This is an optimization exercise on Yosys and OpenROAD, whose aim is small area, not a production implementation.
The RTL was checked by simulation tests, not by an equivalence proof against the original design.
Power figures rest on the tool's default switching activity, not on a simulated workload.

File: design.v
module top(y, x, c0, c1, c2, clk, rst);
input clk;
input rst;
input [7:0] x;
input [7:0] c0;
input [7:0] c1;
input [7:0] c2;
output [15:0] y;
reg [7:0] xd;
reg [7:0] c0d;
reg [15:0] s2q;
wire [7:0] xg;
wire [7:0] xdg;
wire rstn = ~rst;
and_cell ug0 (.a(x[0]), .b(rstn), .y(xg[0]));
and_cell ugd0 (.a(xd[0]), .b(rstn), .y(xdg[0]));
and_cell ug1 (.a(x[1]), .b(rstn), .y(xg[1]));
and_cell ugd1 (.a(xd[1]), .b(rstn), .y(xdg[1]));
and_cell ug2 (.a(x[2]), .b(rstn), .y(xg[2]));
and_cell ugd2 (.a(xd[2]), .b(rstn), .y(xdg[2]));
and_cell ug3 (.a(x[3]), .b(rstn), .y(xg[3]));
and_cell ugd3 (.a(xd[3]), .b(rstn), .y(xdg[3]));
and_cell ug4 (.a(x[4]), .b(rstn), .y(xg[4]));
and_cell ugd4 (.a(xd[4]), .b(rstn), .y(xdg[4]));
and_cell ug5 (.a(x[5]), .b(rstn), .y(xg[5]));
and_cell ugd5 (.a(xd[5]), .b(rstn), .y(xdg[5]));
and_cell ug6 (.a(x[6]), .b(rstn), .y(xg[6]));
and_cell ugd6 (.a(xd[6]), .b(rstn), .y(xdg[6]));
and_cell ug7 (.a(x[7]), .b(rstn), .y(xg[7]));
and_cell ugd7 (.a(xd[7]), .b(rstn), .y(xdg[7]));
wire [15:0] s2n;
wire p1;
wire p2;
wire p3;
wire p4;
wire p5;
wire p6;
wire p7;
wire p8;
wire p9;
wire p10;
wire p11;
wire p12;
wire p13;
wire p14;
wire p15;
wire p16;
wire p17;
wire p18;
wire p19;
wire p20;
wire p21;
wire p22;
wire p23;
wire p24;
wire p25;
wire p26;
wire p27;
wire p28;
wire p29;
wire p30;
wire p31;
wire p32;
wire p33;
wire p34;
wire p35;
wire p36;
wire p37;
wire p38;
wire p39;
wire p40;
wire p41;
wire p42;
wire p43;
wire p44;
wire p45;
wire p46;
wire p47;
wire p48;
wire p49;
wire p50;
wire p51;
wire p52;
wire p53;
wire p54;
wire p55;
wire p56;
wire p57;
wire p58;
wire p59;
wire p60;
wire p61;
wire p62;
wire p63;
wire p64;
wire p65;
wire p66;
wire p67;
wire p68;
wire p69;
wire p70;
wire p71;
wire p72;
wire p73;
wire p74;
wire p75;
wire p76;
wire p77;
wire p78;
wire p79;
wire p80;
wire p81;
wire p82;
wire p83;
wire p84;
wire p85;
wire p86;
wire p87;
wire p88;
wire p89;
wire p90;
wire p91;
wire p92;
wire p93;
wire p94;
wire p95;
wire p96;
wire p97;
wire p98;
wire p99;
wire p100;
wire p101;
wire p102;
wire p103;
wire p104;
wire p105;
wire p106;
wire p107;
wire p108;
wire p109;
wire p110;
wire p111;
wire p112;
wire p113;
wire p114;
wire p115;
wire p116;
wire p117;
wire p118;
wire p119;
wire p120;
wire p121;
wire p122;
wire p123;
wire p124;
wire p125;
wire p126;
wire p127;
wire p128;
wire s129;
wire c130;
wire s131;
wire c132;
wire s133;
wire c134;
wire s135;
wire c136;
wire s137;
wire c138;
wire s139;
wire c140;
wire s141;
wire c142;
wire s143;
wire c144;
wire s145;
wire c146;
wire s147;
wire c148;
wire s149;
wire c150;
wire s151;
wire c152;
wire s153;
wire c154;
wire s155;
wire c156;
wire s157;
wire c158;
wire s159;
wire c160;
wire s161;
wire c162;
wire s163;
wire c164;
wire s165;
wire c166;
wire s167;
wire c168;
wire s169;
wire c170;
wire s171;
wire c172;
wire s173;
wire c174;
wire s175;
wire c176;
wire s177;
wire c178;
wire s179;
wire c180;
wire s181;
wire c182;
wire s183;
wire c184;
wire s185;
wire c186;
wire s187;
wire c188;
wire s189;
wire c190;
wire s191;
wire c192;
wire s193;
wire c194;
wire s195;
wire c196;
wire s197;
wire c198;
wire s199;
wire c200;
wire s201;
wire c202;
wire s203;
wire c204;
wire s205;
wire c206;
wire s207;
wire c208;
wire s209;
wire c210;
wire s211;
wire c212;
wire s213;
wire c214;
wire s215;
wire c216;
wire s217;
wire c218;
wire s219;
wire c220;
wire s221;
wire c222;
wire s223;
wire c224;
wire s225;
wire c226;
wire s227;
wire c228;
wire s229;
wire c230;
wire s231;
wire c232;
wire s233;
wire c234;
wire s235;
wire c236;
wire s237;
wire c238;
wire s239;
wire c240;
wire s241;
wire c242;
wire s243;
wire c244;
wire s245;
wire c246;
wire s247;
wire c248;
wire s249;
wire c250;
wire s251;
wire c252;
wire s253;
wire c254;
wire s255;
wire c256;
wire s257;
wire c258;
wire s259;
wire c260;
wire s261;
wire c262;
wire s263;
wire c264;
wire s265;
wire c266;
wire s267;
wire c268;
wire n269;
wire n270;
wire s271;
wire c272;
wire s273;
wire c274;
wire s275;
wire c276;
wire s277;
wire c278;
wire s279;
wire c280;
wire s281;
wire c282;
wire s283;
wire c284;
wire s285;
wire c286;
wire s287;
wire c288;
wire s289;
wire c290;
wire s291;
wire c292;
wire s293;
wire c294;
wire s295;
wire c296;
wire n297;
wire s298;
wire c299;
wire s300;
wire c301;
wire s302;
wire c303;
wire s304;
wire c305;
wire s306;
wire c307;
wire s308;
wire c309;
wire s310;
wire c311;
wire s312;
wire c313;
wire s314;
wire c315;
wire s316;
wire c317;
wire s318;
wire c319;
wire s320;
wire c321;
wire s322;
wire c323;
wire s324;
wire c325;
wire s326;
wire c327;
wire s328;
wire c329;
wire s330;
wire c331;
wire s332;
wire c333;
wire s334;
wire c335;
wire s336;
wire c337;
wire s338;
wire c339;
wire s340;
wire c341;
wire s342;
wire c343;
wire s344;
wire c345;
wire s346;
wire c347;
wire s348;
wire c349;
wire s350;
wire c351;
wire s352;
wire c353;
wire s354;
wire c355;
wire s356;
wire c357;
wire s358;
wire c359;
wire s360;
wire c361;
wire s362;
wire c363;
wire s364;
wire c365;
wire s366;
wire c367;
wire s368;
wire c369;
wire x370;
wire x371;
wire p372;
wire p373;
wire p374;
wire p375;
wire p376;
wire p377;
wire p378;
wire p379;
wire p380;
wire p381;
wire p382;
wire p383;
wire p384;
wire p385;
wire p386;
wire p387;
wire p388;
wire p389;
wire p390;
wire p391;
wire p392;
wire p393;
wire p394;
wire p395;
wire p396;
wire p397;
wire p398;
wire p399;
wire p400;
wire p401;
wire p402;
wire p403;
wire p404;
wire p405;
wire p406;
wire p407;
wire p408;
wire p409;
wire p410;
wire p411;
wire p412;
wire p413;
wire p414;
wire p415;
wire p416;
wire p417;
wire p418;
wire p419;
wire p420;
wire p421;
wire p422;
wire p423;
wire p424;
wire p425;
wire p426;
wire p427;
wire p428;
wire p429;
wire p430;
wire p431;
wire p432;
wire p433;
wire p434;
wire p435;
wire s436;
wire c437;
wire n438;
wire s439;
wire c440;
wire s441;
wire c442;
wire n443;
wire s444;
wire c445;
wire s446;
wire c447;
wire n448;
wire n449;
wire s450;
wire c451;
wire s452;
wire c453;
wire s454;
wire c455;
wire s456;
wire c457;
wire n458;
wire s459;
wire c460;
wire s461;
wire c462;
wire s463;
wire c464;
wire s465;
wire c466;
wire s467;
wire c468;
wire n469;
wire s470;
wire c471;
wire s472;
wire c473;
wire s474;
wire c475;
wire s476;
wire c477;
wire s478;
wire c479;
wire s480;
wire c481;
wire n482;
wire s483;
wire c484;
wire s485;
wire c486;
wire s487;
wire c488;
wire s489;
wire c490;
wire s491;
wire c492;
wire s493;
wire c494;
wire s495;
wire c496;
wire n497;
wire s498;
wire c499;
wire s500;
wire c501;
wire s502;
wire c503;
wire s504;
wire c505;
wire s506;
wire c507;
wire s508;
wire c509;
wire s510;
wire c511;
wire s512;
wire c513;
wire n514;
wire s515;
wire c516;
wire s517;
wire c518;
wire s519;
wire c520;
wire s521;
wire c522;
wire s523;
wire c524;
wire s525;
wire c526;
wire n527;
wire s528;
wire c529;
wire s530;
wire c531;
wire n532;
wire s533;
wire c534;
wire s535;
wire c536;
wire s537;
wire c538;
wire s539;
wire c540;
wire s541;
wire c542;
wire s543;
wire c544;
wire s545;
wire c546;
wire n547;
wire s548;
wire c549;
wire n550;
wire s551;
wire c552;
wire s553;
wire c554;
wire s555;
wire c556;
wire s557;
wire c558;
wire s559;
wire c560;
wire n561;
wire n562;
wire s563;
wire c564;
wire s565;
wire c566;
wire s567;
wire c568;
wire s569;
wire c570;
wire s571;
wire c572;
wire n573;
wire s574;
wire c575;
wire s576;
wire c577;
wire s578;
wire c579;
wire s580;
wire c581;
wire s582;
wire c583;
wire s584;
wire c585;
wire s586;
wire c587;
wire s588;
wire c589;
wire s590;
wire c591;
wire s592;
wire c593;
wire x594;
wire x595;
wire [5:0] t596;
wire y597;
wire y598;
wire y599;
wire y600;
wire y601;
wire y602;
nand_cell u1 (.a(xdg[0]), .b(c0d[0]), .y(p1));
nand_cell u2 (.a(xdg[0]), .b(c0d[1]), .y(p2));
nand_cell u3 (.a(xdg[0]), .b(c0d[2]), .y(p3));
nand_cell u4 (.a(xdg[0]), .b(c0d[3]), .y(p4));
nand_cell u5 (.a(xdg[0]), .b(c0d[4]), .y(p5));
nand_cell u6 (.a(xdg[0]), .b(c0d[5]), .y(p6));
nand_cell u7 (.a(xdg[0]), .b(c0d[6]), .y(p7));
and_cell u8 (.a(xdg[0]), .b(c0d[7]), .y(p8));
nand_cell u9 (.a(xdg[1]), .b(c0d[0]), .y(p9));
nand_cell u10 (.a(xdg[1]), .b(c0d[1]), .y(p10));
nand_cell u11 (.a(xdg[1]), .b(c0d[2]), .y(p11));
nand_cell u12 (.a(xdg[1]), .b(c0d[3]), .y(p12));
nand_cell u13 (.a(xdg[1]), .b(c0d[4]), .y(p13));
nand_cell u14 (.a(xdg[1]), .b(c0d[5]), .y(p14));
nand_cell u15 (.a(xdg[1]), .b(c0d[6]), .y(p15));
and_cell u16 (.a(xdg[1]), .b(c0d[7]), .y(p16));
nand_cell u17 (.a(xdg[2]), .b(c0d[0]), .y(p17));
nand_cell u18 (.a(xdg[2]), .b(c0d[1]), .y(p18));
nand_cell u19 (.a(xdg[2]), .b(c0d[2]), .y(p19));
nand_cell u20 (.a(xdg[2]), .b(c0d[3]), .y(p20));
nand_cell u21 (.a(xdg[2]), .b(c0d[4]), .y(p21));
nand_cell u22 (.a(xdg[2]), .b(c0d[5]), .y(p22));
nand_cell u23 (.a(xdg[2]), .b(c0d[6]), .y(p23));
and_cell u24 (.a(xdg[2]), .b(c0d[7]), .y(p24));
nand_cell u25 (.a(xdg[3]), .b(c0d[0]), .y(p25));
nand_cell u26 (.a(xdg[3]), .b(c0d[1]), .y(p26));
nand_cell u27 (.a(xdg[3]), .b(c0d[2]), .y(p27));
nand_cell u28 (.a(xdg[3]), .b(c0d[3]), .y(p28));
nand_cell u29 (.a(xdg[3]), .b(c0d[4]), .y(p29));
nand_cell u30 (.a(xdg[3]), .b(c0d[5]), .y(p30));
nand_cell u31 (.a(xdg[3]), .b(c0d[6]), .y(p31));
and_cell u32 (.a(xdg[3]), .b(c0d[7]), .y(p32));
nand_cell u33 (.a(xdg[4]), .b(c0d[0]), .y(p33));
nand_cell u34 (.a(xdg[4]), .b(c0d[1]), .y(p34));
nand_cell u35 (.a(xdg[4]), .b(c0d[2]), .y(p35));
nand_cell u36 (.a(xdg[4]), .b(c0d[3]), .y(p36));
nand_cell u37 (.a(xdg[4]), .b(c0d[4]), .y(p37));
nand_cell u38 (.a(xdg[4]), .b(c0d[5]), .y(p38));
nand_cell u39 (.a(xdg[4]), .b(c0d[6]), .y(p39));
and_cell u40 (.a(xdg[4]), .b(c0d[7]), .y(p40));
nand_cell u41 (.a(xdg[5]), .b(c0d[0]), .y(p41));
nand_cell u42 (.a(xdg[5]), .b(c0d[1]), .y(p42));
nand_cell u43 (.a(xdg[5]), .b(c0d[2]), .y(p43));
nand_cell u44 (.a(xdg[5]), .b(c0d[3]), .y(p44));
nand_cell u45 (.a(xdg[5]), .b(c0d[4]), .y(p45));
nand_cell u46 (.a(xdg[5]), .b(c0d[5]), .y(p46));
nand_cell u47 (.a(xdg[5]), .b(c0d[6]), .y(p47));
and_cell u48 (.a(xdg[5]), .b(c0d[7]), .y(p48));
nand_cell u49 (.a(xdg[6]), .b(c0d[0]), .y(p49));
nand_cell u50 (.a(xdg[6]), .b(c0d[1]), .y(p50));
nand_cell u51 (.a(xdg[6]), .b(c0d[2]), .y(p51));
nand_cell u52 (.a(xdg[6]), .b(c0d[3]), .y(p52));
nand_cell u53 (.a(xdg[6]), .b(c0d[4]), .y(p53));
nand_cell u54 (.a(xdg[6]), .b(c0d[5]), .y(p54));
nand_cell u55 (.a(xdg[6]), .b(c0d[6]), .y(p55));
and_cell u56 (.a(xdg[6]), .b(c0d[7]), .y(p56));
and_cell u57 (.a(xdg[7]), .b(c0d[0]), .y(p57));
and_cell u58 (.a(xdg[7]), .b(c0d[1]), .y(p58));
and_cell u59 (.a(xdg[7]), .b(c0d[2]), .y(p59));
and_cell u60 (.a(xdg[7]), .b(c0d[3]), .y(p60));
and_cell u61 (.a(xdg[7]), .b(c0d[4]), .y(p61));
and_cell u62 (.a(xdg[7]), .b(c0d[5]), .y(p62));
and_cell u63 (.a(xdg[7]), .b(c0d[6]), .y(p63));
nand_cell u64 (.a(xdg[7]), .b(c0d[7]), .y(p64));
nand_cell u65 (.a(xg[0]), .b(c1[0]), .y(p65));
nand_cell u66 (.a(xg[0]), .b(c1[1]), .y(p66));
nand_cell u67 (.a(xg[0]), .b(c1[2]), .y(p67));
nand_cell u68 (.a(xg[0]), .b(c1[3]), .y(p68));
nand_cell u69 (.a(xg[0]), .b(c1[4]), .y(p69));
nand_cell u70 (.a(xg[0]), .b(c1[5]), .y(p70));
nand_cell u71 (.a(xg[0]), .b(c1[6]), .y(p71));
and_cell u72 (.a(xg[0]), .b(c1[7]), .y(p72));
nand_cell u73 (.a(xg[1]), .b(c1[0]), .y(p73));
nand_cell u74 (.a(xg[1]), .b(c1[1]), .y(p74));
nand_cell u75 (.a(xg[1]), .b(c1[2]), .y(p75));
nand_cell u76 (.a(xg[1]), .b(c1[3]), .y(p76));
nand_cell u77 (.a(xg[1]), .b(c1[4]), .y(p77));
nand_cell u78 (.a(xg[1]), .b(c1[5]), .y(p78));
nand_cell u79 (.a(xg[1]), .b(c1[6]), .y(p79));
and_cell u80 (.a(xg[1]), .b(c1[7]), .y(p80));
nand_cell u81 (.a(xg[2]), .b(c1[0]), .y(p81));
nand_cell u82 (.a(xg[2]), .b(c1[1]), .y(p82));
nand_cell u83 (.a(xg[2]), .b(c1[2]), .y(p83));
nand_cell u84 (.a(xg[2]), .b(c1[3]), .y(p84));
nand_cell u85 (.a(xg[2]), .b(c1[4]), .y(p85));
nand_cell u86 (.a(xg[2]), .b(c1[5]), .y(p86));
nand_cell u87 (.a(xg[2]), .b(c1[6]), .y(p87));
and_cell u88 (.a(xg[2]), .b(c1[7]), .y(p88));
nand_cell u89 (.a(xg[3]), .b(c1[0]), .y(p89));
nand_cell u90 (.a(xg[3]), .b(c1[1]), .y(p90));
nand_cell u91 (.a(xg[3]), .b(c1[2]), .y(p91));
nand_cell u92 (.a(xg[3]), .b(c1[3]), .y(p92));
nand_cell u93 (.a(xg[3]), .b(c1[4]), .y(p93));
nand_cell u94 (.a(xg[3]), .b(c1[5]), .y(p94));
nand_cell u95 (.a(xg[3]), .b(c1[6]), .y(p95));
and_cell u96 (.a(xg[3]), .b(c1[7]), .y(p96));
nand_cell u97 (.a(xg[4]), .b(c1[0]), .y(p97));
nand_cell u98 (.a(xg[4]), .b(c1[1]), .y(p98));
nand_cell u99 (.a(xg[4]), .b(c1[2]), .y(p99));
nand_cell u100 (.a(xg[4]), .b(c1[3]), .y(p100));
nand_cell u101 (.a(xg[4]), .b(c1[4]), .y(p101));
nand_cell u102 (.a(xg[4]), .b(c1[5]), .y(p102));
nand_cell u103 (.a(xg[4]), .b(c1[6]), .y(p103));
and_cell u104 (.a(xg[4]), .b(c1[7]), .y(p104));
nand_cell u105 (.a(xg[5]), .b(c1[0]), .y(p105));
nand_cell u106 (.a(xg[5]), .b(c1[1]), .y(p106));
nand_cell u107 (.a(xg[5]), .b(c1[2]), .y(p107));
nand_cell u108 (.a(xg[5]), .b(c1[3]), .y(p108));
nand_cell u109 (.a(xg[5]), .b(c1[4]), .y(p109));
nand_cell u110 (.a(xg[5]), .b(c1[5]), .y(p110));
nand_cell u111 (.a(xg[5]), .b(c1[6]), .y(p111));
and_cell u112 (.a(xg[5]), .b(c1[7]), .y(p112));
nand_cell u113 (.a(xg[6]), .b(c1[0]), .y(p113));
nand_cell u114 (.a(xg[6]), .b(c1[1]), .y(p114));
nand_cell u115 (.a(xg[6]), .b(c1[2]), .y(p115));
nand_cell u116 (.a(xg[6]), .b(c1[3]), .y(p116));
nand_cell u117 (.a(xg[6]), .b(c1[4]), .y(p117));
nand_cell u118 (.a(xg[6]), .b(c1[5]), .y(p118));
nand_cell u119 (.a(xg[6]), .b(c1[6]), .y(p119));
and_cell u120 (.a(xg[6]), .b(c1[7]), .y(p120));
and_cell u121 (.a(xg[7]), .b(c1[0]), .y(p121));
and_cell u122 (.a(xg[7]), .b(c1[1]), .y(p122));
and_cell u123 (.a(xg[7]), .b(c1[2]), .y(p123));
and_cell u124 (.a(xg[7]), .b(c1[3]), .y(p124));
and_cell u125 (.a(xg[7]), .b(c1[4]), .y(p125));
and_cell u126 (.a(xg[7]), .b(c1[5]), .y(p126));
and_cell u127 (.a(xg[7]), .b(c1[6]), .y(p127));
nand_cell u128 (.a(xg[7]), .b(c1[7]), .y(p128));
ha_cell u130 (.a(p1), .b(p65), .s(s129), .co(c130));
fa_cell u132 (.a(p2), .b(p9), .c(p66), .s(s131), .co(c132));
fa_cell u134 (.a(p73), .b(c130), .c(s131), .s(s133), .co(c134));
ha_cell u136 (.a(p3), .b(p10), .s(s135), .co(c136));
fa_cell u138 (.a(p17), .b(p67), .c(p74), .s(s137), .co(c138));
fa_cell u140 (.a(p81), .b(s135), .c(c132), .s(s139), .co(c140));
fa_cell u142 (.a(s137), .b(c134), .c(s139), .s(s141), .co(c142));
ha_cell u144 (.a(p4), .b(p11), .s(s143), .co(c144));
fa_cell u146 (.a(p18), .b(p25), .c(p68), .s(s145), .co(c146));
fa_cell u148 (.a(p75), .b(p82), .c(p89), .s(s147), .co(c148));
fa_cell u150 (.a(c136), .b(s143), .c(c138), .s(s149), .co(c150));
fa_cell u152 (.a(s145), .b(s147), .c(c140), .s(s151), .co(c152));
fa_cell u154 (.a(s149), .b(s151), .c(c142), .s(s153), .co(c154));
ha_cell u156 (.a(p5), .b(p12), .s(s155), .co(c156));
fa_cell u158 (.a(p19), .b(p26), .c(p33), .s(s157), .co(c158));
fa_cell u160 (.a(p69), .b(p76), .c(p83), .s(s159), .co(c160));
fa_cell u162 (.a(p90), .b(p97), .c(c144), .s(s161), .co(c162));
fa_cell u164 (.a(s155), .b(c146), .c(c148), .s(s163), .co(c164));
fa_cell u166 (.a(s157), .b(s159), .c(s161), .s(s165), .co(c166));
fa_cell u168 (.a(c150), .b(s163), .c(s165), .s(s167), .co(c168));
fa_cell u170 (.a(c152), .b(s167), .c(c154), .s(s169), .co(c170));
ha_cell u172 (.a(p6), .b(p13), .s(s171), .co(c172));
fa_cell u174 (.a(p20), .b(p27), .c(p34), .s(s173), .co(c174));
fa_cell u176 (.a(p41), .b(p70), .c(p77), .s(s175), .co(c176));
fa_cell u178 (.a(p84), .b(p91), .c(p98), .s(s177), .co(c178));
fa_cell u180 (.a(p105), .b(c156), .c(s171), .s(s179), .co(c180));
fa_cell u182 (.a(c158), .b(c160), .c(s173), .s(s181), .co(c182));
fa_cell u184 (.a(s175), .b(s177), .c(c162), .s(s183), .co(c184));
fa_cell u186 (.a(s179), .b(c164), .c(s181), .s(s185), .co(c186));
fa_cell u188 (.a(c166), .b(s183), .c(s185), .s(s187), .co(c188));
fa_cell u190 (.a(c168), .b(s187), .c(c170), .s(s189), .co(c190));
ha_cell u192 (.a(p7), .b(p14), .s(s191), .co(c192));
fa_cell u194 (.a(p21), .b(p28), .c(p35), .s(s193), .co(c194));
fa_cell u196 (.a(p42), .b(p49), .c(p71), .s(s195), .co(c196));
fa_cell u198 (.a(p78), .b(p85), .c(p92), .s(s197), .co(c198));
fa_cell u200 (.a(p99), .b(p106), .c(p113), .s(s199), .co(c200));
fa_cell u202 (.a(c172), .b(s191), .c(c174), .s(s201), .co(c202));
fa_cell u204 (.a(c176), .b(c178), .c(s193), .s(s203), .co(c204));
fa_cell u206 (.a(s195), .b(s197), .c(s199), .s(s205), .co(c206));
fa_cell u208 (.a(c180), .b(c182), .c(s201), .s(s207), .co(c208));
fa_cell u210 (.a(s203), .b(s205), .c(c184), .s(s209), .co(c210));
fa_cell u212 (.a(c186), .b(s207), .c(s209), .s(s211), .co(c212));
fa_cell u214 (.a(c188), .b(s211), .c(c190), .s(s213), .co(c214));
ha_cell u216 (.a(p8), .b(p15), .s(s215), .co(c216));
fa_cell u218 (.a(p22), .b(p29), .c(p36), .s(s217), .co(c218));
fa_cell u220 (.a(p43), .b(p50), .c(p57), .s(s219), .co(c220));
fa_cell u222 (.a(p72), .b(p79), .c(p86), .s(s221), .co(c222));
fa_cell u224 (.a(p93), .b(p100), .c(p107), .s(s223), .co(c224));
fa_cell u226 (.a(p114), .b(p121), .c(c192), .s(s225), .co(c226));
fa_cell u228 (.a(s215), .b(c194), .c(c196), .s(s227), .co(c228));
fa_cell u230 (.a(c198), .b(c200), .c(s217), .s(s229), .co(c230));
fa_cell u232 (.a(s219), .b(s221), .c(s223), .s(s231), .co(c232));
fa_cell u234 (.a(s225), .b(c202), .c(c204), .s(s233), .co(c234));
fa_cell u236 (.a(s227), .b(c206), .c(s229), .s(s235), .co(c236));
fa_cell u238 (.a(s231), .b(c208), .c(s233), .s(s237), .co(c238));
fa_cell u240 (.a(s235), .b(c210), .c(s237), .s(s239), .co(c240));
fa_cell u242 (.a(c212), .b(s239), .c(c214), .s(s241), .co(c242));
fa_cell u244 (.a(p16), .b(p23), .c(p30), .s(s243), .co(c244));
fa_cell u246 (.a(p37), .b(p44), .c(p51), .s(s245), .co(c246));
fa_cell u248 (.a(p58), .b(p80), .c(p87), .s(s247), .co(c248));
fa_cell u250 (.a(p94), .b(p101), .c(p108), .s(s249), .co(c250));
fa_cell u252 (.a(p115), .b(p122), .c(c216), .s(s251), .co(c252));
fa_cell u254 (.a(c218), .b(c220), .c(c222), .s(s253), .co(c254));
fa_cell u256 (.a(c224), .b(s243), .c(s245), .s(s255), .co(c256));
fa_cell u258 (.a(s247), .b(s249), .c(c226), .s(s257), .co(c258));
fa_cell u260 (.a(s251), .b(c228), .c(c230), .s(s259), .co(c260));
fa_cell u262 (.a(s253), .b(c232), .c(s255), .s(s261), .co(c262));
fa_cell u264 (.a(s257), .b(c234), .c(c236), .s(s263), .co(c264));
fa_cell u266 (.a(s259), .b(s261), .c(c238), .s(s265), .co(c266));
fa_cell u268 (.a(s263), .b(c240), .c(s265), .s(s267), .co(c268));
assign n269 = ~s267;
assign n270 = ~c242;
ha_cell u272 (.a(n269), .b(n270), .s(s271), .co(c272));
ha_cell u274 (.a(p24), .b(p31), .s(s273), .co(c274));
fa_cell u276 (.a(p38), .b(p45), .c(p52), .s(s275), .co(c276));
fa_cell u278 (.a(p59), .b(p88), .c(p95), .s(s277), .co(c278));
fa_cell u280 (.a(p102), .b(p109), .c(p116), .s(s279), .co(c280));
fa_cell u282 (.a(p123), .b(s273), .c(c244), .s(s281), .co(c282));
fa_cell u284 (.a(c246), .b(c248), .c(c250), .s(s283), .co(c284));
fa_cell u286 (.a(s275), .b(s277), .c(s279), .s(s285), .co(c286));
fa_cell u288 (.a(c252), .b(c254), .c(s281), .s(s287), .co(c288));
fa_cell u290 (.a(s283), .b(c256), .c(s285), .s(s289), .co(c290));
fa_cell u292 (.a(c258), .b(c260), .c(c262), .s(s291), .co(c292));
fa_cell u294 (.a(s287), .b(s289), .c(c264), .s(s293), .co(c294));
fa_cell u296 (.a(s291), .b(c266), .c(s293), .s(s295), .co(c296));
assign n297 = ~c272;
fa_cell u299 (.a(c268), .b(s295), .c(n297), .s(s298), .co(c299));
fa_cell u301 (.a(p32), .b(p39), .c(p46), .s(s300), .co(c301));
fa_cell u303 (.a(p53), .b(p60), .c(p96), .s(s302), .co(c303));
fa_cell u305 (.a(p103), .b(p110), .c(p117), .s(s304), .co(c305));
fa_cell u307 (.a(p124), .b(c274), .c(c276), .s(s306), .co(c307));
fa_cell u309 (.a(c278), .b(c280), .c(s300), .s(s308), .co(c309));
fa_cell u311 (.a(s302), .b(s304), .c(c282), .s(s310), .co(c311));
fa_cell u313 (.a(c284), .b(s306), .c(c286), .s(s312), .co(c313));
fa_cell u315 (.a(s308), .b(s310), .c(c288), .s(s314), .co(c315));
fa_cell u317 (.a(c290), .b(s312), .c(c292), .s(s316), .co(c317));
fa_cell u319 (.a(s314), .b(c294), .c(s316), .s(s318), .co(c319));
fa_cell u321 (.a(c296), .b(s318), .c(c299), .s(s320), .co(c321));
fa_cell u323 (.a(p40), .b(p47), .c(p54), .s(s322), .co(c323));
fa_cell u325 (.a(p61), .b(p104), .c(p111), .s(s324), .co(c325));
fa_cell u327 (.a(p118), .b(p125), .c(c301), .s(s326), .co(c327));
fa_cell u329 (.a(c303), .b(c305), .c(s322), .s(s328), .co(c329));
fa_cell u331 (.a(s324), .b(c307), .c(c309), .s(s330), .co(c331));
fa_cell u333 (.a(s326), .b(s328), .c(c311), .s(s332), .co(c333));
fa_cell u335 (.a(c313), .b(s330), .c(s332), .s(s334), .co(c335));
fa_cell u337 (.a(c315), .b(c317), .c(s334), .s(s336), .co(c337));
fa_cell u339 (.a(c319), .b(s336), .c(c321), .s(s338), .co(c339));
fa_cell u341 (.a(p48), .b(p55), .c(p62), .s(s340), .co(c341));
fa_cell u343 (.a(p112), .b(p119), .c(p126), .s(s342), .co(c343));
fa_cell u345 (.a(c323), .b(c325), .c(s340), .s(s344), .co(c345));
fa_cell u347 (.a(s342), .b(c327), .c(c329), .s(s346), .co(c347));
fa_cell u349 (.a(s344), .b(c331), .c(s346), .s(s348), .co(c349));
fa_cell u351 (.a(c333), .b(s348), .c(c335), .s(s350), .co(c351));
fa_cell u353 (.a(s350), .b(c337), .c(c339), .s(s352), .co(c353));
fa_cell u355 (.a(p56), .b(p63), .c(p120), .s(s354), .co(c355));
fa_cell u357 (.a(p127), .b(c341), .c(c343), .s(s356), .co(c357));
fa_cell u359 (.a(s354), .b(c345), .c(s356), .s(s358), .co(c359));
fa_cell u361 (.a(c347), .b(s358), .c(c349), .s(s360), .co(c361));
fa_cell u363 (.a(s360), .b(c351), .c(c353), .s(s362), .co(c363));
fa_cell u365 (.a(p64), .b(p128), .c(c355), .s(s364), .co(c365));
fa_cell u367 (.a(c357), .b(s364), .c(c359), .s(s366), .co(c367));
fa_cell u369 (.a(s366), .b(c361), .c(c363), .s(s368), .co(c369));
assign x370 = c365 ^ c367;
assign x371 = x370 ^ c369;
nand_cell u372 (.a(x[0]), .b(c2[0]), .y(p372));
nand_cell u373 (.a(x[0]), .b(c2[1]), .y(p373));
nand_cell u374 (.a(x[0]), .b(c2[2]), .y(p374));
nand_cell u375 (.a(x[0]), .b(c2[3]), .y(p375));
nand_cell u376 (.a(x[0]), .b(c2[4]), .y(p376));
nand_cell u377 (.a(x[0]), .b(c2[5]), .y(p377));
nand_cell u378 (.a(x[0]), .b(c2[6]), .y(p378));
and_cell u379 (.a(x[0]), .b(c2[7]), .y(p379));
nand_cell u380 (.a(x[1]), .b(c2[0]), .y(p380));
nand_cell u381 (.a(x[1]), .b(c2[1]), .y(p381));
nand_cell u382 (.a(x[1]), .b(c2[2]), .y(p382));
nand_cell u383 (.a(x[1]), .b(c2[3]), .y(p383));
nand_cell u384 (.a(x[1]), .b(c2[4]), .y(p384));
nand_cell u385 (.a(x[1]), .b(c2[5]), .y(p385));
nand_cell u386 (.a(x[1]), .b(c2[6]), .y(p386));
and_cell u387 (.a(x[1]), .b(c2[7]), .y(p387));
nand_cell u388 (.a(x[2]), .b(c2[0]), .y(p388));
nand_cell u389 (.a(x[2]), .b(c2[1]), .y(p389));
nand_cell u390 (.a(x[2]), .b(c2[2]), .y(p390));
nand_cell u391 (.a(x[2]), .b(c2[3]), .y(p391));
nand_cell u392 (.a(x[2]), .b(c2[4]), .y(p392));
nand_cell u393 (.a(x[2]), .b(c2[5]), .y(p393));
nand_cell u394 (.a(x[2]), .b(c2[6]), .y(p394));
and_cell u395 (.a(x[2]), .b(c2[7]), .y(p395));
nand_cell u396 (.a(x[3]), .b(c2[0]), .y(p396));
nand_cell u397 (.a(x[3]), .b(c2[1]), .y(p397));
nand_cell u398 (.a(x[3]), .b(c2[2]), .y(p398));
nand_cell u399 (.a(x[3]), .b(c2[3]), .y(p399));
nand_cell u400 (.a(x[3]), .b(c2[4]), .y(p400));
nand_cell u401 (.a(x[3]), .b(c2[5]), .y(p401));
nand_cell u402 (.a(x[3]), .b(c2[6]), .y(p402));
and_cell u403 (.a(x[3]), .b(c2[7]), .y(p403));
nand_cell u404 (.a(x[4]), .b(c2[0]), .y(p404));
nand_cell u405 (.a(x[4]), .b(c2[1]), .y(p405));
nand_cell u406 (.a(x[4]), .b(c2[2]), .y(p406));
nand_cell u407 (.a(x[4]), .b(c2[3]), .y(p407));
nand_cell u408 (.a(x[4]), .b(c2[4]), .y(p408));
nand_cell u409 (.a(x[4]), .b(c2[5]), .y(p409));
nand_cell u410 (.a(x[4]), .b(c2[6]), .y(p410));
and_cell u411 (.a(x[4]), .b(c2[7]), .y(p411));
nand_cell u412 (.a(x[5]), .b(c2[0]), .y(p412));
nand_cell u413 (.a(x[5]), .b(c2[1]), .y(p413));
nand_cell u414 (.a(x[5]), .b(c2[2]), .y(p414));
nand_cell u415 (.a(x[5]), .b(c2[3]), .y(p415));
nand_cell u416 (.a(x[5]), .b(c2[4]), .y(p416));
nand_cell u417 (.a(x[5]), .b(c2[5]), .y(p417));
nand_cell u418 (.a(x[5]), .b(c2[6]), .y(p418));
and_cell u419 (.a(x[5]), .b(c2[7]), .y(p419));
nand_cell u420 (.a(x[6]), .b(c2[0]), .y(p420));
nand_cell u421 (.a(x[6]), .b(c2[1]), .y(p421));
nand_cell u422 (.a(x[6]), .b(c2[2]), .y(p422));
nand_cell u423 (.a(x[6]), .b(c2[3]), .y(p423));
nand_cell u424 (.a(x[6]), .b(c2[4]), .y(p424));
nand_cell u425 (.a(x[6]), .b(c2[5]), .y(p425));
nand_cell u426 (.a(x[6]), .b(c2[6]), .y(p426));
and_cell u427 (.a(x[6]), .b(c2[7]), .y(p427));
and_cell u428 (.a(x[7]), .b(c2[0]), .y(p428));
and_cell u429 (.a(x[7]), .b(c2[1]), .y(p429));
and_cell u430 (.a(x[7]), .b(c2[2]), .y(p430));
and_cell u431 (.a(x[7]), .b(c2[3]), .y(p431));
and_cell u432 (.a(x[7]), .b(c2[4]), .y(p432));
and_cell u433 (.a(x[7]), .b(c2[5]), .y(p433));
and_cell u434 (.a(x[7]), .b(c2[6]), .y(p434));
nand_cell u435 (.a(x[7]), .b(c2[7]), .y(p435));
ha_cell u437 (.a(s2q[0]), .b(p372), .s(s436), .co(c437));
assign n438 = ~s436;
ha_cell u440 (.a(s2q[1]), .b(p373), .s(s439), .co(c440));
fa_cell u442 (.a(p380), .b(c437), .c(s439), .s(s441), .co(c442));
assign n443 = ~s441;
fa_cell u445 (.a(s2q[2]), .b(p374), .c(p381), .s(s444), .co(c445));
fa_cell u447 (.a(p388), .b(c440), .c(s444), .s(s446), .co(c447));
assign n448 = ~c442;
assign n449 = ~s446;
ha_cell u451 (.a(n448), .b(n449), .s(s450), .co(c451));
fa_cell u453 (.a(s2q[3]), .b(p375), .c(p382), .s(s452), .co(c453));
fa_cell u455 (.a(p389), .b(p396), .c(c445), .s(s454), .co(c455));
fa_cell u457 (.a(s452), .b(c447), .c(s454), .s(s456), .co(c457));
assign n458 = ~s456;
ha_cell u460 (.a(c451), .b(n458), .s(s459), .co(c460));
fa_cell u462 (.a(s2q[4]), .b(p376), .c(p383), .s(s461), .co(c462));
fa_cell u464 (.a(p390), .b(p397), .c(p404), .s(s463), .co(c464));
fa_cell u466 (.a(c453), .b(s461), .c(s463), .s(s465), .co(c466));
fa_cell u468 (.a(c455), .b(s465), .c(c457), .s(s467), .co(c468));
assign n469 = ~s467;
ha_cell u471 (.a(c460), .b(n469), .s(s470), .co(c471));
fa_cell u473 (.a(s2q[5]), .b(p377), .c(p384), .s(s472), .co(c473));
fa_cell u475 (.a(p391), .b(p398), .c(p405), .s(s474), .co(c475));
fa_cell u477 (.a(p412), .b(c462), .c(c464), .s(s476), .co(c477));
fa_cell u479 (.a(s472), .b(s474), .c(s476), .s(s478), .co(c479));
fa_cell u481 (.a(c466), .b(s478), .c(c468), .s(s480), .co(c481));
assign n482 = ~s480;
ha_cell u484 (.a(c471), .b(n482), .s(s483), .co(c484));
fa_cell u486 (.a(s2q[6]), .b(p378), .c(p385), .s(s485), .co(c486));
fa_cell u488 (.a(p392), .b(p399), .c(p406), .s(s487), .co(c488));
fa_cell u490 (.a(p413), .b(p420), .c(c473), .s(s489), .co(c490));
fa_cell u492 (.a(c475), .b(s485), .c(s487), .s(s491), .co(c492));
fa_cell u494 (.a(c477), .b(s489), .c(s491), .s(s493), .co(c494));
fa_cell u496 (.a(c479), .b(s493), .c(c481), .s(s495), .co(c496));
assign n497 = ~s495;
ha_cell u499 (.a(c484), .b(n497), .s(s498), .co(c499));
fa_cell u501 (.a(s2q[7]), .b(p379), .c(p386), .s(s500), .co(c501));
fa_cell u503 (.a(p393), .b(p400), .c(p407), .s(s502), .co(c503));
fa_cell u505 (.a(p414), .b(p421), .c(p428), .s(s504), .co(c505));
fa_cell u507 (.a(c486), .b(c488), .c(s500), .s(s506), .co(c507));
fa_cell u509 (.a(s502), .b(s504), .c(c490), .s(s508), .co(c509));
fa_cell u511 (.a(c492), .b(s506), .c(s508), .s(s510), .co(c511));
fa_cell u513 (.a(c494), .b(s510), .c(c496), .s(s512), .co(c513));
assign n514 = ~s512;
ha_cell u516 (.a(c499), .b(n514), .s(s515), .co(c516));
fa_cell u518 (.a(p387), .b(p394), .c(p401), .s(s517), .co(c518));
fa_cell u520 (.a(p408), .b(p415), .c(p422), .s(s519), .co(c520));
fa_cell u522 (.a(p429), .b(c501), .c(c503), .s(s521), .co(c522));
fa_cell u524 (.a(c505), .b(s517), .c(s519), .s(s523), .co(c524));
fa_cell u526 (.a(c507), .b(s521), .c(s523), .s(s525), .co(c526));
assign n527 = ~s2q[8];
fa_cell u529 (.a(n527), .b(c509), .c(s525), .s(s528), .co(c529));
fa_cell u531 (.a(c511), .b(s528), .c(c513), .s(s530), .co(c531));
assign n532 = ~s530;
ha_cell u534 (.a(c516), .b(n532), .s(s533), .co(c534));
fa_cell u536 (.a(s2q[9]), .b(p395), .c(p402), .s(s535), .co(c536));
fa_cell u538 (.a(p409), .b(p416), .c(p423), .s(s537), .co(c538));
fa_cell u540 (.a(p430), .b(c518), .c(c520), .s(s539), .co(c540));
fa_cell u542 (.a(s535), .b(s537), .c(c522), .s(s541), .co(c542));
fa_cell u544 (.a(s539), .b(c524), .c(s541), .s(s543), .co(c544));
fa_cell u546 (.a(c526), .b(s543), .c(c529), .s(s545), .co(c546));
assign n547 = ~c534;
fa_cell u549 (.a(s545), .b(c531), .c(n547), .s(s548), .co(c549));
assign n550 = ~s548;
fa_cell u552 (.a(s2q[10]), .b(p403), .c(p410), .s(s551), .co(c552));
fa_cell u554 (.a(p417), .b(p424), .c(p431), .s(s553), .co(c554));
fa_cell u556 (.a(c536), .b(c538), .c(s551), .s(s555), .co(c556));
fa_cell u558 (.a(s553), .b(c540), .c(s555), .s(s557), .co(c558));
fa_cell u560 (.a(c542), .b(s557), .c(c544), .s(s559), .co(c560));
assign n561 = ~s559;
assign n562 = ~c546;
ha_cell u564 (.a(n561), .b(n562), .s(s563), .co(c564));
fa_cell u566 (.a(s2q[11]), .b(p411), .c(p418), .s(s565), .co(c566));
fa_cell u568 (.a(p425), .b(p432), .c(c552), .s(s567), .co(c568));
fa_cell u570 (.a(c554), .b(s565), .c(c556), .s(s569), .co(c570));
fa_cell u572 (.a(s567), .b(c558), .c(s569), .s(s571), .co(c572));
assign n573 = ~c564;
fa_cell u575 (.a(s571), .b(c560), .c(n573), .s(s574), .co(c575));
fa_cell u577 (.a(s2q[12]), .b(p419), .c(p426), .s(s576), .co(c577));
fa_cell u579 (.a(p433), .b(c566), .c(s576), .s(s578), .co(c579));
fa_cell u581 (.a(c568), .b(s578), .c(c570), .s(s580), .co(c581));
fa_cell u583 (.a(s580), .b(c572), .c(c575), .s(s582), .co(c583));
fa_cell u585 (.a(s2q[13]), .b(p427), .c(p434), .s(s584), .co(c585));
fa_cell u587 (.a(c577), .b(s584), .c(c579), .s(s586), .co(c587));
fa_cell u589 (.a(s586), .b(c581), .c(c583), .s(s588), .co(c589));
fa_cell u591 (.a(s2q[14]), .b(p435), .c(c585), .s(s590), .co(c591));
fa_cell u593 (.a(s590), .b(c587), .c(c589), .s(s592), .co(c593));
assign x594 = s2q[15] ^ c591;
assign x595 = x594 ^ c593;
inc_and6 u596 (.a({~s592, ~s588, ~s582, ~s574, s563, ~c549}), .t(t596));
assign y597 = s563 ^ t596[0];
assign y598 = ~(s574 ^ t596[1]);
assign y599 = ~(s582 ^ t596[2]);
assign y600 = ~(s588 ^ t596[3]);
assign y601 = ~(s592 ^ t596[4]);
assign y602 = x595 ^ t596[5];
assign y[0] = n438;
assign s2n[0] = s129;
assign y[1] = n443;
assign s2n[1] = s133;
assign y[2] = s450;
assign s2n[2] = s141;
assign y[3] = s459;
assign s2n[3] = s153;
assign y[4] = s470;
assign s2n[4] = s169;
assign y[5] = s483;
assign s2n[5] = s189;
assign y[6] = s498;
assign s2n[6] = s213;
assign y[7] = s515;
assign s2n[7] = s241;
assign y[8] = s533;
assign s2n[8] = s271;
assign y[9] = n550;
assign s2n[9] = s298;
assign y[10] = y597;
assign s2n[10] = s320;
assign y[11] = y598;
assign s2n[11] = s338;
assign y[12] = y599;
assign s2n[12] = s352;
assign y[13] = y600;
assign s2n[13] = s362;
assign y[14] = y601;
assign s2n[14] = s368;
assign y[15] = y602;
assign s2n[15] = x371;
always @(posedge clk) begin
  xd <= xg;
  c0d <= c0;
  s2q <= s2n;
end
endmodule
module fa_cell(input a, input b, input c, output s, output co);
assign s = a ^ b ^ c;
assign co = (a & b) | (a & c) | (b & c);
endmodule
module ha_cell(input a, input b, output s, output co);
assign s = a ^ b;
assign co = a & b;
endmodule
module inc_and6(input [5:0] a, output [5:0] t);
genvar i;
assign t[0] = a[0];
generate for (i = 1; i < 6; i = i + 1) begin : g
  assign t[i] = &a[i:0];
end endgenerate
endmodule
module nand_cell(input a, input b, output y);
assign y = ~(a & b);
endmodule
module and_cell(input a, input b, output y);
assign y = a & b;
endmodule
module gate_cell(input a, input r, output y);
assign y = a & ~r;
endmodule
File: flow/run.sh
#!/bin/bash
# The standard layout (standard.sh, unchanged synthesis and steps), with
# one difference: the buffers that global placement puts on every input and
# output port are the platform's smallest buffer, not the delay buffer that
# buffer_ports picks by default. The resizer may still upsize them later.
set -euo pipefail
export BUFFER_PORTS_ARGS="-buffer_cell sky130_fd_sc_hd__buf_1"
bash standard.sh > standard.log 2>&1
File: standard.sh
#!/bin/bash
# synth_recipe.tcl (not shown) runs the flow's synth.tcl, then flattens the netlist and writes it again
# the make line also repeats each setting of config.mk as NAME=value (left out here)
make -C /OpenROAD-flow-scripts/flow DESIGN_CONFIG=/design/flow/config.mk WORK_HOME=/design/flow/orfs CLKGATE_MAP_FILE= SYNTH_SCRIPT=/design/flow/synth_recipe.tcl "${@:-finish}"
File: config.mk
export PLATFORM = sky130hd
export DESIGN_NAME = top
export DESIGN_NICKNAME = top
export VERILOG_FILES = /design/flow/design.v
export SDC_FILE = /design/flow/constraint.sdc
export NUM_CORES = 4
export LEC_CHECK = 0
export CAP_MARGIN = 20
export CORE_MARGIN = 2
export CORE_UTILIZATION = 40
export CTS_BUF_LIST = sky130_fd_sc_hd__clkbuf_8
export CTS_CLUSTER_DIAMETER = 300
export CTS_CLUSTER_SIZE = 40
export SLEW_MARGIN = 20
export SYNTH_HIERARCHICAL = 1
export SYNTH_MINIMUM_KEEP_SIZE = 0
File: constraint.sdc
create_clock -name core_clock -period 10.0 [get_ports {clk}]
set_input_delay 2.0000 -clock core_clock [delete_from_list [all_inputs] [get_ports {clk}]]
set_output_delay 2.0000 -clock core_clock [all_outputs]
set_load 0.01 [all_outputs]
==> results.sh, run 1 <==
export IMPL_cp_start_kind="input port"
export IMPL_grt_pass1_vias=4269
export IMPL_sw_frac_of_total_pct=50.1
export IMPL_core_um2=13800
export IMPL_hp_start="c0d[0]$_DFF_P_"
export IMPL_final_nets=755
export IMPL_status="timing/DRC/antenna clean"
export IMPL_initial_utilization_pct=40.5
export IMPL_cts_root_buf="clkbuf_8"
export IMPL_synth_nets=714
export IMPL_die_w_um=122
export IMPL_ctsHoldBuffers=0
export IMPL_ys_ff_latch=32
export IMPL_antenna_found_initial=0
export IMPL_layout_min_cycle_time_ns=9.34
export IMPL_path_cells="buf_1 > nand2_1 > fa_1 > fa_1 > fa_1 > fa_1 > fa_1 > inv_1 > ha_1 > inv_1 > fa_1 > fa_1 > fa_1 > fa_1 > inv_1 > nand3_1 > nor2_1 > xor2_1 > xnor2_1 > buf_1"
export IMPL_cts_num_sinks=32
export IMPL_place_hpwl_um=10400
export IMPL_crit_required_ns=8.00
export IMPL_antenna_left=0
export IMPL_layout_drive_gt1_share_pct=2.26
export IMPL_io_buffers=49
export IMPL_drtIter0Drc=173
export IMPL_setup_viol_count_final=0
export IMPL_rrSetupSlack_ns=2.98
export IMPL_rsz0062_at_grt="false"
export IMPL_max_slew_margin_pct=63.8
export IMPL_p_clk_share_pct=5.5
export IMPL_tightest_slew_ns=0.543
export IMPL_fmax_ghz=0.107
export IMPL_p_comb_share_pct=83.8
export IMPL_cts_tree="built"
export IMPL_synthToLayoutAreaGrowth_pct=6.97
export IMPL_chipHeight_um=122
export IMPL_fillers=1365
export IMPL_grt_overflow=0
export IMPL_hold_path_class="flop to flop"
export IMPL_drv_slew=0
export IMPL_ir_drop_mv=0.289
export IMPL_drc_errors=0
export IMPL_p_int_mw=0.920
export IMPL_r2r_cells=21
export IMPL_via_count=3623
export IMPL_routed_via_density=5.09
export IMPL_critPathKind="input port to output port"
export IMPL_firstDrtPassIters=6
export IMPL_gp_congestion=0.912
export IMPL_power_frac_seq_pct=10.7
export IMPL_hold_viol_final=0
export IMPL_pin_count=50
export IMPL_multi_input_area_um2=4720
export IMPL_power_switching_mw=0.925
export IMPL_antennaDiodeCount=0
export IMPL_fin_setup_tns_ns=0
export IMPL_fin_skew_ns=0.00833
export IMPL_seqCellArea_um2=641
export IMPL_synth_top_area_cell="fa_1"
export IMPL_rr_endpoint="s2q[15]$_DFF_P_"
export IMPL_min_to="s2q[0]$_DFF_P_"
export IMPL_drv_cap=0
export IMPL_rows=43
export IMPL_grt_usage_pct=18.6
export IMPL_cpMostUsedCell="fa_1"
export IMPL_yosys_area_top_type_share_pct=61.3
export IMPL_clk_latency_ns=0.29
export IMPL_whs_ns=0.732
export IMPL_ys_warn_count=7
export IMPL_post_cts_buffers=0
export IMPL_postSynthAreaPerCell_um2=11.4
export IMPL_r2r_start="xd[1]$_DFF_P_"
export IMPL_dieArea_um2=14900
export IMPL_grt_max_degree=17
export IMPL_routed_wl_um=12600
export IMPL_hold_depth=2
export IMPL_numCtsBuffers=5
export IMPL_clk_path_buf_depth=2
export IMPL_path_max_fanout=9
export IMPL_synth_cell_types=14
export IMPL_worst_endpoint_arrival_ns=7.34
export IMPL_cts_resized=0
export IMPL_wl_per_cell_um=17.6
export IMPL_yosys_top_cells_area="fa_1 61%, dfxtp_1 11%, nand2_1 10%, and2_1 6.5%, ha_1 4.3%"
export IMPL_grt_first_pass_wirelength_um=20700
export IMPL_endpoint_kind="output port"
export IMPL_seq_area_frac_synth_pct=11.5
export IMPL_cpPeakStageDelay_ns=0.57
export IMPL_slowest_stage="fa_1"
export IMPL_synthCells=490
export IMPL_synth_area_um2=5580
export IMPL_path_clk_slew_ns=0.07
export IMPL_p_leak_nw=2.10
export IMPL_p_per_area_nw_per_um2=309
export IMPL_htree_levels=2
export IMPL_post_route_period_util_pct=93.4
sequential cells by signal (all words and copies together), names as in the netlist:
signal  count
c0d         8
s2q        16
xd          8
kinds of logic after synthesis:
kind of cell,Yosys count,share of synthesized area [%]
xor+xnor,10,1.57
fa+ha+maj,190,65.6
buf+inv,42,3.97
flops,32,11.5
simple gates,216,17.4
worst max-delay path, delay by kind of cell:
| family | cells | cell delay, ns |
|---|---|---|
| xor+xnor | 2 | 0.32 |
| fa+ha+maj | 10 | 4.00 |
| buf+inv | 5 | 0.68 |
| simple gates | 3 | 0.33 |
placed cells by master (no fill, tap or decap), drive strengths merged:
master / count
and2: 59
and3: 2
buf: 51
clkbuf: 6
clkinv: 2
dfxtp: 32
fa: 171
ha: 19
inv: 25
nand2: 151
nand3: 2
nor2: 2
xnor2: 8
xor2: 2
Yosys stat by module (local to each module, per instance):
| module | cells | copies in the design | area [µm²] |
|---|---|---|---|
| top | 83 | 1 | 942 |
| inc_and6 | 9 | 1 | 51.3 |
| fa_cell | 1 | 171 | 20.0 |
| ha_cell | 1 | 19 | 12.5 |
| and_cell | 1 | 58 | 6.26 |
| nand_cell | 1 | 150 | 3.75 |
layer usage:
| layer | vias to the layer above | wire length [µm] | global-route usage (%) |
|---|---|---|---|
| li1 | 1534 | - | - |
| met1 | 1936 | 4750 | 23.0 |
| met2 | 129 | 6810 | 33.1 |
| met3 | 24 | 668 | 3.28 |
| met4 | 0 | 328 | 5.68 |
| met5 | - | 0 | 0 |
worst max path at each step:
stage               startpoint  endpoint  cells past startpoint
finish                    x[4]     y[15]                     20
global route              x[6]     y[15]                     20
CTS                       x[6]     y[15]                     20
detailed placement        x[6]     y[15]                     20
global placement          x[6]     y[15]                     20
floorplan                 x[1]     y[15]                     19
cell usage after synthesis:
cell type,count
and2_1,58
and2_4,1
and3_1,1
and3_2,1
buf_4,17
dfxtp_1,32
fa_1,171
ha_1,19
inv_1,25
nand2_1,151
nand3_1,2
nor2_1,2
xnor2_1,8
xor2_1,2
per-stage QoR:
| stage | std cells | instance area, µm² | utilization (%) | worst slack, ns | power [mW] |
|---|---|---|---|---|---|
| 2_1_floorplan | 490 | 5580 | - | 1.19 | 1.73 |
| 3_3_place_gp | 704 | 5880 | 42.7 | 0.715 | 1.76 |
| 3_5_place_dp | 704 | 5880 | 42.7 | 0.608 | 1.80 |
| 4_1_cts | 712 | 5970 | 43.3 | 0.607 | 1.91 |
| 5_1_grt | 712 | 5970 | 43.3 | 0.386 | 2.13 |
| 6_report | 712 | 5970 | 43.3 | 0.662 | 1.85 |
power groups by stage:
stage	combinational, mW	clock, mW	sequential (mW)
floorplan	1.53	0	0.193
global placement	1.56	0	0.201
detailed placement	1.60	0	0.201
CTS	1.60	0.107	0.198
global route	1.81	0.114	0.202
finish	1.55	0.102	0.197
final cells by class:
cell class	instances	share of cell area [%]
Inverter	25	1.57
Sequential cell	32	10.7
Tap cell	180	3.77
Clock inverter	2	0.168
Timing Repair Buffer	51	3.33
Multi-Input combinational cell	416	79.0
Clock buffer	6	1.38
==> inputs of run 2 (changes only) <==
--- a/config.mk
+++ b/config.mk
@@ -10,6 +10,4 @@
 export CORE_UTILIZATION = 40
 export CTS_BUF_LIST = sky130_fd_sc_hd__clkbuf_8
-export CTS_CLUSTER_DIAMETER = 300
-export CTS_CLUSTER_SIZE = 40
 export SLEW_MARGIN = 20
 export SYNTH_HIERARCHICAL = 1
==> run 2 against run 1 <==
Against the previous run: area after synthesis unchanged; first-iteration DRC count unchanged; clock power about the same; still clean on timing, DRC and antenna; routed wire length unchanged; core utilization unchanged; sequential share of layout area unchanged; design area unchanged; global-route usage unchanged; register-to-register slack about the same; highest routed layer unchanged; clock skew unchanged.
==> results.sh, run 2 <==
export IMPL_path_cells="buf_1 > nand2_1 > fa_1 > fa_1 > fa_1 > fa_1 > fa_1 > inv_1 > ha_1 > inv_1 > fa_1 > fa_1 > fa_1 > fa_1 > inv_1 > nand3_1 > nor2_1 > xor2_1 > xnor2_1 > buf_1"
export IMPL_clk_latency_ns=0.29
export IMPL_hold_path_class="flop to flop"
export IMPL_grt_overflow=0
export IMPL_wl_per_cell_um=17.6
export IMPL_seq_area_frac_synth_pct=11.5
export IMPL_htree_levels=2
export IMPL_gp_congestion=0.912
export IMPL_grt_max_degree=17
export IMPL_design_area_um2=5970
export IMPL_synth_xor_xnor_area_share_pct=1.57
export IMPL_pin_count=50
export IMPL_antenna_left=0
export IMPL_fmax_ghz=0.107
export IMPL_critPathKind="input port to output port"
export IMPL_path_buf_inv=5
export IMPL_final_nets=755
export IMPL_cpPeakStageDelay_ns=0.57
export IMPL_cp_start_kind="input port"
export IMPL_hold_viol_final=0
export IMPL_initial_utilization_pct=40.5
export IMPL_synth_nets=714
export IMPL_rrSetupSlack_ns=2.98
export IMPL_post_cts_buffers=0
export IMPL_post_route_period_util_pct=93.4
export IMPL_firstDrtPassIters=6
export IMPL_antennaDiodeCount=0
export IMPL_slowest_stage="fa_1"
export IMPL_yosysMostFrequentCell="fa_1"
export IMPL_final_cell_mix="171 x fa_1, 151 x nand2_1, 58 x and2_1"
export IMPL_synth_area_um2=5580
export IMPL_clk_path_buf_depth=2
export IMPL_tightest_slew_ns=0.543
export IMPL_synth_edf_count=0
export IMPL_cts_resized=0
export IMPL_die_w_um=122
export IMPL_crit_required_ns=8.00
export IMPL_cts_tree="built"
export IMPL_yosys_area_top_type_share_pct=61.3
export IMPL_io_buffers=49
export IMPL_chipHeight_um=122
export IMPL_r2r_start="xd[1]$_DFF_P_"
export IMPL_synth_fa_ha_area_share_pct=65.6
export IMPL_rr_endpoint="s2q[15]$_DFF_P_"
export IMPL_synthToLayoutAreaGrowth_pct=6.97
export IMPL_dp_worst_setup_slack_ns=0.608
export IMPL_cts_root_buf="clkbuf_8"
export IMPL_synthCells=490
export IMPL_core_um2=13800
export IMPL_r2r_cells=21
export IMPL_top_register="s2q"
export IMPL_worst_endpoint_arrival_ns=7.34
export IMPL_endpoint_kind="output port"
export IMPL_crit_end="y[15]"
export IMPL_grt_usage_pct=18.6
export IMPL_layout_min_cycle_time_ns=9.34
export IMPL_postSynthAreaPerCell_um2=11.4
export IMPL_synth_commonest_cells="171 x fa_1, 151 x nand2_1, 58 x and2_1"
export IMPL_postLayoutSetupSlackWorst_ns=0.662
export IMPL_fillers=1365
export IMPL_dieArea_um2=14900
export IMPL_routed_via_density=5.09
export IMPL_yosys_top_cells_area="fa_1 61%, dfxtp_1 11%, nand2_1 10%, and2_1 6.5%, ha_1 4.3%"
export IMPL_largest_reg_flops=16
export IMPL_drv_cap=0
export IMPL_drv_slew=0
export IMPL_layout_drive_gt1_share_pct=2.26
export IMPL_layout_commonest_cell="fa_1"
export IMPL_via_count=3623
export IMPL_path_clk_slew_ns=0.07
export IMPL_synth_top_family_by_area="adder cells"
export IMPL_place_hpwl_um=10400
export IMPL_synth_top_area_cell="fa_1"
export IMPL_rows=43
export IMPL_fin_setup_tns_ns=0
export IMPL_crit_cells=20
export IMPL_cts_num_sinks=32
export IMPL_startpoint="x[4]"
export IMPL_path_delay_family="adder cells"
export IMPL_ir_drop_mv=0.289
export IMPL_yosys_area_share_simple_pct=17.4
export IMPL_grt_first_pass_wirelength_um=20700
export IMPL_max_slew_margin_pct=63.8
export IMPL_p_leak_nw=2.10
export IMPL_multi_input_area_um2=4720
export IMPL_seqCellArea_um2=641
export IMPL_drc_errors=0
export IMPL_ys_flop_type="dfxtp_1"
export IMPL_largestRegisters="s2q (16), c0d (8), xd (8)"
export IMPL_cpMostUsedCell="fa_1"
export IMPL_antenna_found_initial=0
export IMPL_synth_mux_area_share_pct=0
export IMPL_status="timing/DRC/antenna clean"
export IMPL_rsz0062_at_grt="false"
export IMPL_numCtsBuffers=5
export IMPL_placed_area_um2=5880
export IMPL_p_per_area_nw_per_um2=309
export IMPL_synth_async_reset_ratio_pct=0
export IMPL_ys_warn_count=7
export IMPL_whs_ns=0.732
export IMPL_synth_cell_types=14
export IMPL_ys_ff_latch=32
export IMPL_setup_viol_count_final=0
export IMPL_ctsHoldBuffers=0
export IMPL_fin_skew_ns=0.00833
export IMPL_path_max_fanout=9
export IMPL_drtIter0Drc=173
export IMPL_synth_compound_area_share_pct=0
export IMPL_grt_pass1_vias=4269
export IMPL_routed_wl_um=12600
export IMPL_power_mw=1.85
## run 2: cell counts in the layout (fill, tap and decap cells not counted)
No cell type changed its count.
## run 2: how the worst min path moves through the flow
stage	start	to	slack (ns)	cells past startpoint
floorplan	c0d[0]$_DFF_P_	s2q[0]$_DFF_P_	0.55	2
global placement	c0d[0]$_DFF_P_	s2q[0]$_DFF_P_	0.69	2
detailed placement	c0d[0]$_DFF_P_	s2q[0]$_DFF_P_	0.69	2
CTS	c0d[0]$_DFF_P_	s2q[0]$_DFF_P_	0.73	2
global route	c0d[0]$_DFF_P_	s2q[0]$_DFF_P_	0.76	2
finish	c0d[0]$_DFF_P_	s2q[0]$_DFF_P_	0.73	2
## run 2: cell type report
type / instances / share of cell area [%]
repair buffers: 51 / 3.33
flip-flops and latches: 32 / 10.7
inverters: 25 / 1.57
well taps: 180 / 3.77
clock buffers: 6 / 1.38
multi-input cells: 416 / 79.0
clock inverters: 2 / 0.168
## run 2: routing by layer
metal,track usage [%],share of wire [%],vias up
met5,0,0,-
met4,5.68,2.6,0
li1,-,-,1534
met2,33.1,54,129
met1,23.0,38,1936
met3,3.28,5.3,24
## run 2: through the flow
stage,instances,utilization [%]
finish,712,43.3
global route,712,43.3
CTS,712,43.3
detailed placement,704,42.7
global placement,704,42.7
floorplan,490,-
## run 2: logic make-up (layout without fill, tap and decap cells)
kind of cell             after synthesis  after routing
AND/OR/NAND/NOR                      216            216
adder cells (fa/ha/maj)              190            190
buffers and inverters                 42             84
flip-flops                            32             32
XOR/XNOR                              10             10
## run 2: power by group
group,switching [mW],internal (mW)
Combinational,0.854,0.692
Clock,0.0474,0.0548
Sequential,0.0233,0.174
Total,0.925,0.920
## run 2: modules after synthesis, one instance, submodules excluded
module	copies in the design	cells	area, µm²
fa_cell	171	1	20.0
and_cell	58	1	6.26
nand_cell	150	1	3.75
top	1	83	942
ha_cell	19	1	12.5
inc_and6	1	9	51.3
## run 2: worst register-to-register path: cells and delay by family (launching register included)
kind	cells	cell delay [ns]
and+or+nand+nor	2	0.52
adders and majority gates	15	5.70
DFF	1	0.30
buffers and inverters	2	0.12
xor gates and xnor gates	2	0.32
==> inputs of run 3 (changes only) <==
==> flow/run.sh (replaced) <==
#!/bin/bash
set -euo pipefail
export BUFFER_PORTS_ARGS="-buffer_cell sky130_fd_sc_hd__buf_1"
export CTS_ARGS="-buf_list sky130_fd_sc_hd__clkbuf_8 -sink_clustering_enable -dont_use_dummy_load -repair_clock_nets"
bash standard.sh > standard.log 2>&1
==> run 3 against run 2 <==
Against the previous run: core utilization decreased by 0.17 points; register-to-register slack worse by 0.02 ns; routed wire length fell by 0.25%; highest routed layer unchanged; combinational power is essentially flat; sequential share of layout area barely moved; synthesized cell count stayed put; critical path depth unchanged; die area did not move; largest cell class unchanged; critical path type unchanged; global-route usage is essentially flat; sequential power about the same.
==> results.sh, run 3 <==
export IMPL_fmax_ghz=0.107
export IMPL_routed_via_density=5.07
export IMPL_largest_reg_flops=16
export IMPL_io_buffers=49
export IMPL_grt_first_pass_wirelength_um=20700
export IMPL_chipHeight_um=122
export IMPL_core_um2=13800
export IMPL_drc_errors=0
export IMPL_gp_congestion=0.912
export IMPL_yosys_area_top_type_share_pct=61.3
export IMPL_yosys_top_cells_area="fa_1 61%, dfxtp_1 11%, nand2_1 10%, and2_1 6.5%, ha_1 4.3%"
export IMPL_ys_warn_count=7
export IMPL_postSynthAreaPerCell_um2=11.4
export IMPL_cts_root_buf="clkbuf_8"
export IMPL_ys_flop_type="dfxtp_1"
export IMPL_path_clk_slew_ns=0.06
export IMPL_firstDrtPassIters=4
export IMPL_drv_slew=0
export IMPL_clk_path_buf_depth=2
export IMPL_largestRegisters="s2q (16), c0d (8), xd (8)"
export IMPL_grt_overflow=0
export IMPL_cts_num_sinks=32
export IMPL_final_cell_mix="171 x fa_1, 151 x nand2_1, 58 x and2_1"
export IMPL_final_util_pct=43.2
export IMPL_endpoint_kind="output port"
export IMPL_layout_min_cycle_time_ns=9.34
export IMPL_fin_setup_tns_ns=0
export IMPL_sw_frac_of_total_pct=50.2
export IMPL_synthToLayoutAreaGrowth_pct=6.55
export IMPL_initial_utilization_pct=40.5
export IMPL_synth_compound_area_share_pct=0
export IMPL_final_nets=755
export IMPL_synthCells=490
export IMPL_p_clk_share_pct=4.7
export IMPL_drtIter0Drc=164
export IMPL_setup_viol_count_final=0
export IMPL_post_cts_buffers=0
export IMPL_cts_tree="built"
export IMPL_crit_required_ns=8.00
export IMPL_post_route_period_util_pct=93.4
export IMPL_antenna_left=0
export IMPL_htree_levels=2
export IMPL_antennaDiodeCount=0
export IMPL_synth_commonest_cells="171 x fa_1, 151 x nand2_1, 58 x and2_1"
export IMPL_power_switching_mw=0.919
export IMPL_worst_endpoint_arrival_ns=7.34
export IMPL_place_hpwl_um=10400
export IMPL_ir_drop_mv=0.289
export IMPL_synth_async_reset_ratio_pct=0
export IMPL_layout_drive_gt1_share_pct=1.70
export IMPL_p_int_mw=0.910
export IMPL_synth_edf_count=0
export IMPL_grt_pass1_vias=4252
export IMPL_power_mw=1.83
export IMPL_wl_per_cell_um=17.7
export IMPL_yosys_area_share_simple_pct=17.4
export IMPL_p_leak_nw=2.09
export IMPL_dieArea_um2=14900
export IMPL_via_count=3596
export IMPL_grt_usage_pct=18.5
export IMPL_yosysMostFrequentCell="fa_1"
export IMPL_routed_wl_um=12500
export IMPL_cts_resized=0
export IMPL_fin_skew_ns=0.0104
export IMPL_antenna_found_initial=0
export IMPL_top_register="s2q"
export IMPL_layout_commonest_cell="fa_1"
export IMPL_synth_top_area_cell="fa_1"
export IMPL_synth_cell_types=14
export IMPL_numCtsBuffers=5
export IMPL_cp_start_kind="input port"
export IMPL_p_comb_share_pct=84.5
export IMPL_synth_area_um2=5580
export IMPL_rows=43
export IMPL_synth_mux_area_share_pct=0
export IMPL_synth_fa_ha_area_share_pct=65.6
export IMPL_seq_area_frac_synth_pct=11.5
export IMPL_ys_ff_latch=32
export IMPL_critPathKind="input port to output port"
export IMPL_drv_cap=0
export IMPL_hold_path_class="flop to flop"
export IMPL_status="timing/DRC/antenna clean"
export IMPL_synth_nets=714
export IMPL_clk_latency_ns=0.28
export IMPL_path_max_fanout=9
export IMPL_power_frac_seq_pct=10.8
export IMPL_die_w_um=122
export IMPL_ctsHoldBuffers=0
export IMPL_synth_top_family_by_area="adder cells"
export IMPL_rsz0062_at_grt="false"
export IMPL_synth_xor_xnor_area_share_pct=1.57
export IMPL_grt_max_degree=17
export IMPL_pin_count=50
export IMPL_hold_viol_final=0
export IMPL_p_per_area_nw_per_um2=308
export IMPL_max_slew_margin_pct=63.8
export IMPL_tightest_slew_ns=0.543
==> run 3: power groups by stage <==
stage / Sequential [mW] / Clock, mW / Combinational (mW)
CTS: 0.198 / 0.0910 / 1.60
global route: 0.202 / 0.0980 / 1.81
detailed placement: 0.201 / 0 / 1.60
global placement: 0.201 / 0 / 1.56
floorplan: 0.193 / 0 / 1.53
finish: 0.197 / 0.0867 / 1.55
==> run 3: per-module statistics from Yosys (local to each module, per instance) <==
module	cells	flops+latches
nand_cell	1	0
top	83	32
and_cell	1	0
fa_cell	1	0
inc_and6	9	0
ha_cell	1	0
==> run 3: cell type report <==
type	count	area (µm²)
inverter	25	93.8
tap	180	225
timing repair buffer	51	199
fill	1366	7830
multi-input combinational	416	4720
sequential	32	641
clock buffer	5	68.8
==> run 3: logic make-up (layout without fill, tap and decap cells) <==
| group | count (synthesis) | after routing |
|---|---|---|
| buffers and inverters | 42 | 81 |
| adder cells (fa/ha/maj) | 190 | 190 |
| flip-flops | 32 | 32 |
| XOR/XNOR | 10 | 10 |
| AND/OR/NAND/NOR | 216 | 216 |
==> run 3: final timing paths <==
check / start / end / slack (ns) / cells after the start
worst max-delay path: x[6] / y[15] / 0.66 / 20
worst min-delay path: c0d[0]$_DFF_P_ / s2q[0]$_DFF_P_ / 0.73 / 2
worst max register to register: xd[1]$_DFF_P_ / s2q[15]$_DFF_P_ / 2.96 / 21
worst min register to register: c0d[0]$_DFF_P_ / s2q[0]$_DFF_P_ / 0.73 / 2
==> run 3: metrics by stage <==
step	hold WS [ns]	cell area (µm²)	setup slack [ns]	instances
after floorplan	0.551	5580	1.19	490
after global placement	0.693	5880	0.715	704
after detailed placement	0.691	5880	0.608	704
after CTS	0.715	5950	0.607	709
after global routing	0.747	5950	0.386	709
final	0.725	5950	0.662	709
==> run 3: metal layers <==
| layer | vias up | GRT usage (%) | wire length (µm) |
|---|---|---|---|
| li1 | 1533 | - | - |
| met5 | - | 0 | 0 |
| met4 | 0 | 5.82 | 352 |
| met3 | 29 | 3.28 | 706 |
| met2 | 141 | 33.0 | 6710 |
| met1 | 1893 | 23.0 | 4750 |
==> run 3: worst max-delay path, stage by stage <==
cell and delay [ns]:
buf_1 0.36, nand2_1 0.16, fa_1 0.44, fa_1 0.58
fa_1 0.43, fa_1 0.39, fa_1 0.38, inv_1 0.06
ha_1 0.13, inv_1 0.04, fa_1 0.37, fa_1 0.39
fa_1 0.39, fa_1 0.48, inv_1 0.07, nand3_1 0.07
nor2_1 0.11, xor2_1 0.19, xnor2_1 0.13, buf_1 0.16

## afterwards: timing with drivers on the ports
In the flow no input, the clock included, has a driving cell. The finished layouts below were timed again as built, in two steps.
Step 1 sets driving cells, clkbuf_16 on the clock port and buf_2 on the other inputs (assumed; they add their load-dependent delay and slew).
Step 2 also shifts input and output timing later by t, the mid clock arrival at the registers, as if the neighbouring blocks saw the same clock.
Slacks: no drivers / after step 1 / after step 2; pairs: no drivers / after step 1.
| run | shift t [ns] | setup WS [ns] | worst register clock-pin slew, ns |
|---|---|---|---|
| run 1 | 0.318 | 0.662 / 0.637 / 0.637 | 0.07 / 0.07 |
| run 2 | 0.318 | 0.662 / 0.637 / 0.637 | 0.07 / 0.07 |
| run 3 | 0.312 | 0.662 / 0.641 / 0.641 | 0.06 / 0.06 |
After both steps setup and hold are still met in every run listed.
